This design comes from an exercise in tuning for small area on the open sky130 flow, not from production work.
The RTL was checked by simulation tests, not by an equivalence proof against the original design.
No activity file was given, so power comes from the tool's default toggle rates.

<file path="design/flow/flow/run.sh">
#!/bin/bash
# Standard layout, but with the smallest buffer on the ports and a clock tree
# built from small clock buffers without dummy loads.
set -e
cp standard.sh standard.sh.txt
export BUFFER_PORTS_ARGS="-buffer_cell sky130_fd_sc_hd__buf_1"
export CTS_ARGS="-sink_clustering_enable -repair_clock_nets -dont_use_dummy_load -buf_list {sky130_fd_sc_hd__clkbuf_4 sky130_fd_sc_hd__clkbuf_8}"
bash standard.sh > standard.log 2>&1
</file>
<file path="design/flow/standard.sh">
#!/bin/bash
# synth_recipe.tcl (not shown) runs the flow's synth.tcl, then flattens the netlist and writes it again
# the make line also repeats each setting of config.mk as NAME=value (left out here)
make -C /OpenROAD-flow-scripts/flow DESIGN_CONFIG=/design/flow/config.mk WORK_HOME=/design/flow/orfs CLKGATE_MAP_FILE= SYNTH_SCRIPT=/design/flow/synth_recipe.tcl "${@:-finish}"
</file>
<file path="design/flow/config.mk">
export PLATFORM = sky130hd
export DESIGN_NAME = top
export DESIGN_NICKNAME = top
export VERILOG_FILES = /design/flow/design.v
export SDC_FILE = /design/flow/constraint.sdc
export NUM_CORES = 4
export LEC_CHECK = 0
export CAP_MARGIN = 20
export CORE_MARGIN = 2
export CORE_UTILIZATION = 40
export SLEW_MARGIN = 20
</file>
<file path="design/flow/constraint.sdc">
create_clock -name core_clock -period 5.0 [get_ports {clk}]
set_input_delay 1.0000 -clock core_clock [delete_from_list [all_inputs] [get_ports {clk}]]
set_output_delay 1.0000 -clock core_clock [all_outputs]
set_load 0.01 [all_outputs]
</file>
<file path="design/flow/design.v">
`timescale 1ns/1ps
module top(
    input clk,
    input rst,
    output [8:0] RAM_address,
    output [7:0] RAM_data_in,
    input  [7:0] RAM_data_out,
    output RAM_rw
);
    localparam [2:0] CA = 3'd0;   
    localparam [2:0] CJ = 3'd1;   
    localparam [2:0] CE = 3'd2;   
    localparam [2:0] CI = 3'd3;   
    localparam [2:0] CL = 3'd4;   
    localparam [2:0] CS = 3'd5;   
    localparam [2:0] OADD = 3'd0, OSUB = 3'd1, OAND = 3'd2, OOR = 3'd3,
                     OSLT = 3'd4, OXOR = 3'd5, OSHL = 3'd6, OSHR = 3'd7;
    reg  [7:0] t;             
    wire [2:0] ph  = t[2:0];
    wire [4:0] stp = t[7:3];
    reg        clr;           
    reg        cur;           
    reg  [2:0] cls;           
    reg  [7:0] A;             
    reg        A8;            
    reg  [7:0] D;             
    reg        C, Z;
    reg  [2:0] S;             
    reg  [7:0] R0 [1:7];      
    reg  [7:0] R1 [1:7];      
    reg  [7:0] PC0, PC1;
    reg  [2:0] OP0, OP1;
    wire p0 = (ph == 3'd0);
    wire p7 = (ph == 3'd7);
    wire [7:0] dm = RAM_data_out;
    wire dp = dm[ph];                     
    wire Dout = D[0];
    wire pc_out = cur ? PC1[0] : PC0[0];
    wire [2:0] op = cur ? OP1 : OP0;
    reg       as;             
    reg [1:0] k;
    reg [1:0] fsel;           
    reg [2:0] dsrc;           
    reg       sload, we, pcw, zcmp, zld, ald, opx, opf, rw, last, region;
    always @* begin
        as = 0; k = 2'd0; fsel = 2'd0; dsrc = 3'd0;
        sload = 0; we = 0; pcw = 0; zcmp = 0; zld = 0; ald = 0;
        opx = 0; opf = 0; rw = 0; last = 0; region = 0;
        if (stp == 5'd0) begin
            as = 1; k = 2'd0;
        end else case (cls)
            CA: case (stp)
                5'd1:  begin as = 1; k = 2'd3; end
                5'd2:  begin as = 1; k = 2'd1; opf = 1; end
                5'd3:  begin dsrc = 3'd1; fsel = 2'd0; sload = 1; end
                5'd4:  begin dsrc = 3'd3; fsel = 2'd1; end
                5'd16: begin as = 1; k = 2'd2; end
                5'd17: begin we = 1; fsel = 2'd2; pcw = 1; last = 1; end
                default: region = stp[3];
            endcase
            CI: case (stp)
                5'd1:  begin as = 1; k = 2'd3; end
                5'd2:  begin dsrc = 3'd2; sload = 1; end
                5'd3:  begin as = 1; k = 2'd1; end
                5'd4:  begin dsrc = 3'd3; fsel = 2'd1; end
                5'd17: begin we = 1; fsel = 2'd0; pcw = 1; last = 1; end
                default: region = stp[3] & ~stp[4];
            endcase
            CE: case (stp)
                5'd1:  begin as = 1; k = 2'd1; end
                5'd2:  begin dsrc = 3'd1; fsel = 2'd1; end
                5'd3:  begin zcmp = 1; fsel = 2'd0; end
                5'd4:  begin as = 1; k = 2'd3; opx = 1; end
                5'd5:  begin pcw = 1; last = 1; end
                default: ;
            endcase
            CJ: case (stp)
                5'd1:  begin as = 1; k = 2'd3; end
                5'd2:  begin pcw = 1; last = 1; end
                default: ;
            endcase
            default: case (stp)   
                5'd1:  begin as = 1; k = 2'd1; end
                5'd2:  begin dsrc = 3'd2; sload = 1; end
                5'd3:  begin as = 1; k = 2'd2; end
                5'd4:  begin as = 1; k = 2'd3; zld = 1; end
                5'd5:  begin dsrc = 3'd2; end
                5'd6:  begin ald = 1; end
                5'd7:  begin dsrc = (cls == CL) ? 3'd2 : 3'd1; fsel = 2'd3; pcw = 1; end
                5'd8:  begin we = (cls == CL); fsel = 2'd3; rw = (cls == CS); last = 1; end
                default: ;
            endcase
        endcase
    end
    reg [2:0] f;
    always @* begin
        case (fsel)
            2'd0: f = dm[2:0];
            2'd1: f = dm[7:5];
            2'd2: f = dm[5:3];
            default: f = S;
        endcase
    end
    reg P;
    always @* begin
        P = 1'b0;
        if (f != 3'd0) P = cur ? R1[f][0] : R0[f][0];
    end
    wire subm = (op == OSUB) || (op == OSLT);
    wire bb   = Dout ^ subm;
    wire acin = p0 ? subm : C;
    wire asum = P ^ bb ^ acin;
    wire acout = (P & bb) | (acin & (P | bb));
    reg  ares;
    always @* begin
        case (op)
            OADD, OSUB: ares = asum;
            OAND: ares = P & Dout;
            OOR:  ares = P | Dout;
            OXOR: ares = P ^ Dout;
            OSLT: ares = 1'b0;
            default: ares = P;       
        endcase
    end
    wire kact = (stp[2:0] < S);
    wire shl  = region & (op == OSHL) & kact;
    wire shr  = region & (op == OSHR) & kact;
    wire sltf = region & (op == OSLT) & (stp[2:0] == 3'd0);
    wire kb   = (p0 & k[0]) | ((ph == 3'd1) & k[1]);
    wire pb   = as ? kb : ((cls == CE) & ~Z) ? dp : (ph == 3'd2);
    wire pcin = p0 ? 1'b0 : C;
    wire psum = pc_out ^ pb ^ pcin;
    wire pcout = (pc_out & pb) | (pcin & (pc_out | pb));
    wire pcnew = (cls == CJ) ? dp : psum;
    reg Din;
    always @* begin
        case (dsrc)
            3'd1: Din = P;
            3'd2: Din = dp;
            3'd3: Din = ares;
            default: begin
                if (shl) Din = p0 ? 1'b0 : C;
                else if (sltf) Din = p0 ? ~C : C;
                else if (shr) Din = p7 ? 1'b0 : D[1];
                else Din = Dout;
            end
        endcase
    end
    reg [2:0] fop;
    reg       fok;
    always @* begin
        fok = 1'b1;
        case (dm[5:0])
            6'd32: fop = OADD;
            6'd34: fop = OSUB;
            6'd36: fop = OAND;
            6'd37: fop = OOR;
            6'd38: fop = OXOR;
            6'd42: fop = OSLT;
            6'd4:  fop = OSHL;
            6'd7:  fop = OSHR;
            default: begin fop = OADD; fok = 1'b0; end
        endcase
    end
    reg [2:0] ncls;
    always @* begin
        if (dm[7]) ncls = dm[5] ? CS : CL;
        else if (dm[5]) ncls = CI;
        else if (dm[4]) ncls = CE;
        else if (dm[3]) ncls = CJ;
        else ncls = CA;
    end
    wire wbit = Dout & ~clr;
    wire opw  = opx | (opf & p0 & fok);
    wire [2:0] opn = opx ? OXOR : fop;
    integer i;
    always @(posedge clk) begin
        if (rst) begin
            t   <= 8'd0;
            clr <= 1'b1;
            cur <= 1'b0;
        end else if (clr) begin
            t   <= 8'd0;
            t[2:0] <= ph + 3'd1;
            if (p7) clr <= 1'b0;
        end else if (last & p7) begin
            t   <= 8'd0;
            cur <= ~cur;
        end else begin
            t <= t + 8'd1;
        end
        if (stp == 5'd1 && p0) cls <= ncls;
        if (as) begin
            A  <= {psum, A[7:1]};
            A8 <= 1'b0;
        end else if (ald) begin
            A  <= {Dout, A[7:1]};
            A8 <= Z;
        end
        D <= {Din, D[7:1]};
        if (sload && ph < 3'd3) S <= {Din, S[2:1]};
        if (as || pcw) C <= pcout;
        else if (dsrc == 3'd3) C <= acout;
        else if (shl || sltf) C <= Dout;
        if (zcmp) Z <= (p0 ? 1'b0 : Z) | (Dout ^ P);
        else if (zld && p0) Z <= dm[0];
        for (i = 1; i < 8; i = i + 1) begin
            R0[i] <= {(clr || (we && !cur && f == i)) ? wbit : R0[i][0], R0[i][7:1]};
            R1[i] <= {(clr || (we &&  cur && f == i)) ? wbit : R1[i][0], R1[i][7:1]};
        end
        PC0 <= {clr ? 1'b0 : (pcw && !cur) ? pcnew : PC0[0], PC0[7:1]};
        PC1 <= {clr ? (ph == 3'd2) : (pcw && cur) ? pcnew : PC1[0], PC1[7:1]};
        if (clr) begin
            OP0 <= OADD;
            OP1 <= OADD;
        end else if (opw) begin
            if (cur) OP1 <= opn; else OP0 <= opn;
        end
    end
    assign RAM_address = {A8, A};
    assign RAM_data_in = D;
    assign RAM_rw = rw & p0 & ~clr;
endmodule
</file>
==> results_dict.tcl, run 1 <==
set metrics [dict create \
    dpl_worst_slack_ns 0.509 \
    critPathLaunchType "flop" \
    syn_nets 555 \
    design_area_um2 6400 \
    wl_per_cell_um 15.7 \
    final.min_clock_period_ns 4.25 \
    worst_ep_required_time_ns 5.27 \
    peakVddDrop_mv 0.271 \
    coreArea_um2 14500 \
    placed_area_um2 6170 \
    ys.warnings.count 19 \
    portBuffers 27 \
    grt_use_total 0.157 \
    setup_ws_ns 0.751 \
    post_cts_buffers 0 \
    status "timing/DRC/antenna clean" \
    clk_pin_slew_ns 0.10 \
    viasPerCell 5.16 \
    synth-compound-area-share 0.101 \
    layout_common_cells "dfxtp_1, nor2_1, nand2_1, mux2i_1, buf_1" \
    cts_inserted_buffers 17 \
    num_vias 3820 \
    grt_pass1_vias 3733 \
    path_cells "nand2b_1 > o22ai_2 > nand2_1 > nor4_2 > or3_4 > nor2_1 > a221o_1 > a32o_2 > fa_1 > a21oi_1 > nor2_1 > nor3b_1 > nor2_1 > a32o_1 > a31oi_2" \
    synth-edff-count 16 \
    ys_ff_latch 169 \
    antenna_found_initial 0 \
    die_y_um 126 \
    synth_top_family_by_area "simple AND/OR/NAND/NOR gates" \
    fin_worst_hold_slack_ns 0.296 \
    die_area_um2 15800 \
    final_core_util 0.442 \
    max_cap_viol_count 0 \
    place.gp.congestion 0.896 \
    min_path_type "reg -> reg" \
    total_power_mw 2.12 \
    clockBufferDepth 2 \
    hold_viol 0 \
    nets 580 \
    fmax_mhz 235 \
    synthMuxAreaShare 0.0761 \
    rsz0062_at_grt "no" \
    grt_pass1_wl_mm 19.3 \
    io_pins 28 \
    final_common_cell "dfxtp_1" \
    max_stage_delay_ns 0.62 \
    slew_violations 0 \
    path_delay_family "simple AND/OR/NAND/NOR gates" \
    crit_arrival_ns 4.52 \
    path_max_fanout 13 \
    fin_crit_sh 0.850 \
    drt_first_pass_iters 4 \
    slew_headroom 0.361 \
    synth.cell_area_um2 5920 \
    htree_levels 4 \
    tightest_slew_ns 0.957 \
    initial_core_util 0.409 \
    postSynthCellCount 533 \
    cpMostUsedCell "nor2_1" \
    cpMaxStageDelayCell "edfxtp_1" \
    grt-ovfl-total 0 \
    cp_num_buf_inv 0 \
    cts_sinks 169 \
    synthTopCellsByArea "dfxtp_1, edfxtp_1, mux2i_1, nor2_1, nand2_1" \
    insertion_delay_ns 0.45 \
    wl_mm 11.7 \
    cts-resized-gates 0 \
    synth-async-reset-ratio 0 \
    ant_nets 0 \
    synth_area_per_cell_um2 11.1 \
    fin_setup_tns_ns 0 \
    synthSimpleGateAreaFrac 0.142 \
    synth-seq-area-share 0.598 \
    cts_hold_buf 0 \
    synth-xor-area-share 0.0178 \
    synth_cell_type_count 73 \
    criticalPathCategory "reg -> reg" \
    power_leakage_nw 2.42 \
    setup_viol 0 \
    hpwlAfterDp_mm 8.50 \
    cp-end-kind "flop" \
    cts_tree "yes" \
    num_rows 44 \
    drive_above_1_share 0.0791 \
    synth_area_leader_cell "dfxtp_1" \
    synth_flop_cell "dfxtp_1" \
    drc 0 \
    insertedDiodeCount 0 \
    synth_fa_ha_area_frac 0.0296 \
    fin_cells 740 \
    area_growth_syn_to_layout_pct 8.09 \
    powerDensity_nw_per_um2 332 \
    grt_max_degree 27 \
    synth_top_area_share 0.517 \
    fin_skew_ns 0.0390 \
    dp.cells 723 \
    root_buffer "clkbuf_8" \
    die_x_um 126 \
    initialDrtViolationCount 384 \
]
[cell families (layout without fill, tap and decap cells)]
group / after synthesis / after routing
buffers and inverters: 47 / 70
muxes: 41 / 41
and+or+nand+nor: 173 / 173
AOI/OAI and AO/OA: 78 / 78
xor gates and xnor gates: 12 / 12
adders and majority gates: 13 / 13
DFF: 169 / 169
[synthesized netlist by cell type, types with 3 or more instances]
master and number:
dfxtp_1 153, nor2_1 61, nand2_1 42, mux2i_1 36, inv_1 20, clkbuf_1 18, edfxtp_1 16, nor3_1 15
nand2b_1 13, o21ai_0 12, a21oi_1 11, nand3_1 11, ha_1 10, xnor2_1 8, o31ai_1 6, and2_1 5
nor2b_1 4, nor4_1 4, xor2_1 4, a211o_1 3, a211oi_1 3, a21o_1 3, a22oi_1 3, a31oi_1 3
and3_1 3, buf_2 3, buf_4 3, mux4_2 3, nor3b_1 3
[report_power, final]
group,internal [mW],switching (mW)
combinational,0.0213,0.0330
clock,0.300,0.389
sequential,1.37,0.00698
[routing by layer]
layer,wire length [µm],part of all wire,GRT usage,vias to the layer above
met5,0,0,0,-
met4,200,0.017,0.0654,0
met3,517,0.044,0.0450,12
met2,5310,0.46,0.239,94
met1,5620,0.48,0.209,1830
li1,-,-,-,1884
[cell type report]
| class | instances | area [µm²] |
|---|---|---|
| Clock buffer | 17 | 234 |
| Fill cell | 1363 | 8080 |
| Inverter | 20 | 75.1 |
| Multi-Input combinational cell | 317 | 2170 |
| Sequential cell | 169 | 3540 |
| Tap cell | 184 | 230 |
| Timing Repair Buffer | 33 | 146 |
[worst paths after layout]
check	to	cells after the start	slack [ns]	startpoint
worst max-delay path	S[2]$_DFFE_PP_	15	0.75	cls[1]$_SDFFCE_PP0P_
worst min-delay path	R0[1][5]$_DFF_P_	0	0.30	R0[1][6]$_DFF_P_
worst max register to register	S[2]$_DFFE_PP_	15	0.75	cls[1]$_SDFFCE_PP0P_
worst min register to register	R0[1][5]$_DFF_P_	0	0.30	R0[1][6]$_DFF_P_
[state kept, by name, indices dropped and copies added, names as in the netlist]
| name | flops |
|---|---|
| R0 | 56 |
| OP1 | 3 |
| D | 8 |
| PC1 | 8 |
| A8 | 1 |
| cls | 3 |
| cur | 1 |
| OP0 | 3 |
| R1 | 56 |
| Z | 1 |
| S | 3 |
| t | 8 |
| clr | 1 |
| C | 1 |
| PC0 | 8 |
| A | 8 |
[worst reg2reg max path: stages, from the launching register on]
cell and delay, ns:
edfxtp_1 0.62, nand2b_1 0.23, o22ai_2 0.32, nand2_1 0.15, nor4_2 0.46, or3_4 0.24
nor2_1 0.04, a221o_1 0.34, a32o_2 0.29, fa_1 0.48, a21oi_1 0.14, nor2_1 0.06
nor3b_1 0.28, nor2_1 0.07, a32o_1 0.23, a31oi_2 0.15
==> run 2, diff against run 1 <==
==> design/flow/run.sh (new file) <==
#!/bin/bash
# synth_recipe.tcl (not shown) runs the flow's synth.tcl, then flattens the netlist and writes it again
# the make line also repeats each setting of config.mk as NAME=value (left out here)
make -C /OpenROAD-flow-scripts/flow DESIGN_CONFIG=/design/flow/config.mk WORK_HOME=/design/flow/orfs CLKGATE_MAP_FILE= SYNTH_SCRIPT=/design/flow/synth_recipe.tcl finish
removed: design/flow/flow/run.sh
removed: design/flow/standard.sh
==> results_dict.tcl, run 2 <==
set metrics [dict create \
    status "timing/DRC/antenna clean" \
    slew_headroom 0.351 \
    clk_pin_slew_ns 0.07 \
    p_sw_mw 0.607 \
    max_stage_delay_ns 0.71 \
    synthTopCellsByArea "dfxtp_1, edfxtp_1, mux2i_1, nor2_1, nand2_1" \
    die_area_um2 15800 \
    insertion_delay_ns 0.42 \
    cts_sinks 169 \
    rsz0062_at_grt "no" \
    synth.most_common_cell "dfxtp_1" \
    fin_crit_sh 0.856 \
    fin_cells 757 \
    cts-resized-gates 0 \
    synth_area_leader_cell "dfxtp_1" \
    final_common_cell "dfxtp_1" \
    grt-ovfl-total 0 \
    ff2ff_setup_slack_ns 0.72 \
    grt_pass1_vias 3830 \
    post_cts_buffers 0 \
    nets 582 \
    syn_nets 555 \
    pwr-share-seq 0.509 \
    num_vias 3819 \
    postSynthCellCount 533 \
    grt_use_total 0.162 \
    cts_inserted_buffers 17 \
    insertedDiodeCount 0 \
    powerDensity_nw_per_um2 391 \
    p_sw_frac 0.224 \
    criticalPathCategory "reg -> reg" \
    die_y_um 126 \
    drt-met1-wl_mm 5.78 \
    antenna_found_initial 0 \
    setup_viol 0 \
    synth-async-reset-ratio 0 \
    synth_cell_type_count 73 \
    tightest_slew_ns 0.973 \
    wl_mm 11.9 \
    wl_met2_mm 5.37 \
    worst_ep_required_time_ns 5.27 \
    initialDrtViolationCount 275 \
    drc 0 \
    grt_max_degree 27 \
    clockBufferDepth 2 \
    fin_setup_tns_ns 0 \
    synth_top_area_share 0.517 \
    min_path_type "reg -> reg" \
    slew_violations 0 \
    viasPerCell 5.04 \
    ys_ff_latch 169 \
    hold_viol 0 \
    coreArea_um2 14500 \
    root_buffer "clkbuf_16" \
    portBuffers 27 \
    ant_nets 0 \
    power_leakage_nw 2.66 \
    hpwlAfterDp_mm 8.57 \
    cp-end-kind "flop" \
    synth-edff-count 16 \
    cts_tree "yes" \
    path_delay_family "compound AO/OA/AOI/OAI gates" \
    wl_per_cell_um 15.8 \
    fmax_mhz 234 \
    num_rows 44 \
    ys.warnings.count 19 \
    synth-seq-area-share 0.598 \
    synth.cell_area_um2 5920 \
    cp_num_buf_inv 0 \
    comb_power_share 0.023 \
    place.gp.congestion 0.893 \
    cts_hold_buf 0 \
    pwr-share-clk 0.469 \
    fin_skew_ns 0.00990 \
    max_cap_viol_count 0 \
    synth_flop_cell "dfxtp_1" \
    path_cells "nand4bb_1 > o21ai_4 > a21oi_2 > o21a_1 > nor3_4 > mux4_2 > nand2_1 > a32o_2 > fa_1 > a21oi_1 > nor2_1 > nor3b_1 > nor2_1 > a32o_1 > a31oi_2" \
    peakVddDrop_mv 0.327 \
    initial_core_util 0.409 \
    grt_pass1_wl_mm 19.9 \
    drive_above_1_share 0.106 \
    path_max_fanout 14 \
    top_layer "met4" \
    p_int_mw 2.10 \
    cpMostUsedCell "nor2_1" \
    layout_common_cells "dfxtp_1, nor2_1, nand2_1, mux2i_1, clkdlybuf4s50_1" \
    htree_levels 4 \
    detailroute.wirelength.met3_um 536 \
    critPathLaunchType "flop" \
    io_pins 28 \
    cpMaxStageDelayCell "dfxtp_1" \
    drt_first_pass_iters 4 \
    die_x_um 126 \
    final_core_util 0.479 \
    dp.cells 725 \
    synth_common_cells "dfxtp_1, nor2_1, nand2_1" \
    crit_arrival_ns 4.55 \
    area_growth_syn_to_layout_pct 17.0 \
    final.min_clock_period_ns 4.28 \
    top_regs "R0 x56, R1 x56" \
    synth_area_per_cell_um2 11.1 \
]
==> run 2: cell counts after synthesis <==
Identical to the previous run, type by type.
==> run 2: worst paths after layout <==
| kind | start | endpoint | depth (start not counted) |
|---|---|---|---|
| setup / recovery | t[3]$_SDFF_PP0_ | S[2]$_DFFE_PP_ | 15 |
| hold / removal | R1[7][1]$_DFF_P_ | R1[7][0]$_DFF_P_ | 0 |
| setup reg to reg | t[3]$_SDFF_PP0_ | S[2]$_DFFE_PP_ | 15 |
| hold reg to reg | R1[7][1]$_DFF_P_ | R1[7][0]$_DFF_P_ | 0 |
==> run 2: routing by layer <==
metal	global-route usage	vias up
li1	-	1903
met1	0.212	1806
met2	0.249	93
met3	0.0506	17
met4	0.0673	0
met5	0	-
==> run 2: cell type report <==
| class | count | area, µm² |
|---|---|---|
| well taps | 184 | 230 |
| repair buffers | 35 | 330 |
| inverters | 20 | 75.1 |
| clock buffers | 17 | 425 |
| multi-input cells | 317 | 2170 |
| fillers | 1336 | 7550 |
| flip-flops and latches | 169 | 3540 |
| clock inverters | 15 | 154 |
==> run 2: cell families after synthesis <==
kind of cell,synth area share
mux,0.0761
flops,0.598
buf+inv,0.0349
simple gates,0.142
compound gates,0.101
xor+xnor,0.0178
fa+ha+maj,0.0296
==> run 2: stage by stage <==
step,worst slack (ns),area [µm²],total power [mW],hold slack (ns)
after global placement,0.472,6350,1.47,0.310
final,0.721,6930,2.71,0.321
after global routing,0.355,6930,2.81,0.325
after detailed placement,0.394,6350,1.47,0.312
after CTS,0.761,6930,2.74,0.325
after floorplan,0.952,5920,1.45,0.310
==> run 2: power groups by stage <==
stage / Sequential (mW) / Combinational, mW / Clock (mW)
final: 1.38 / 0.0611 / 1.27
after global routing: 1.38 / 0.0672 / 1.37
after CTS: 1.38 / 0.0614 / 1.30
after detailed placement: 1.41 / 0.0611 / 0
after global placement: 1.41 / 0.0602 / 0
after floorplan: 1.41 / 0.0407 / 0

## re-timing with driven ports
No port has a modelled driver above. Below, the same layouts with a new extraction and two added sets of constraints.
Step 1, drivers: a clkbuf_16 drives clk and a buf_2 each remaining input, both assumed.
Step 2 adds t to the input delays and takes it off the output delays; t is the mean of the earliest and latest rising clock arrival at the registers after step 1. Input paths then give back, and output paths get back, about the clock's delay inside the block.
a / b / c = ideal ports / drivers / drivers and shift; a / b = the first two.
run	shift t [ns]	setup WS [ns]	worst register clock-pin slew, ns	pins driven straight from the clock port
run 1	0.465	0.751 / 0.751 / 0.482	0.10 / 0.10	1
run 2	0.457	0.721 / 0.721 / 0.351	0.07 / 0.07	1
After both steps setup and hold are still met in every run listed. For run 2, which loses most, drivers alone change the setup slack by 0.000 ns; drivers and shift together by -0.370 ns.
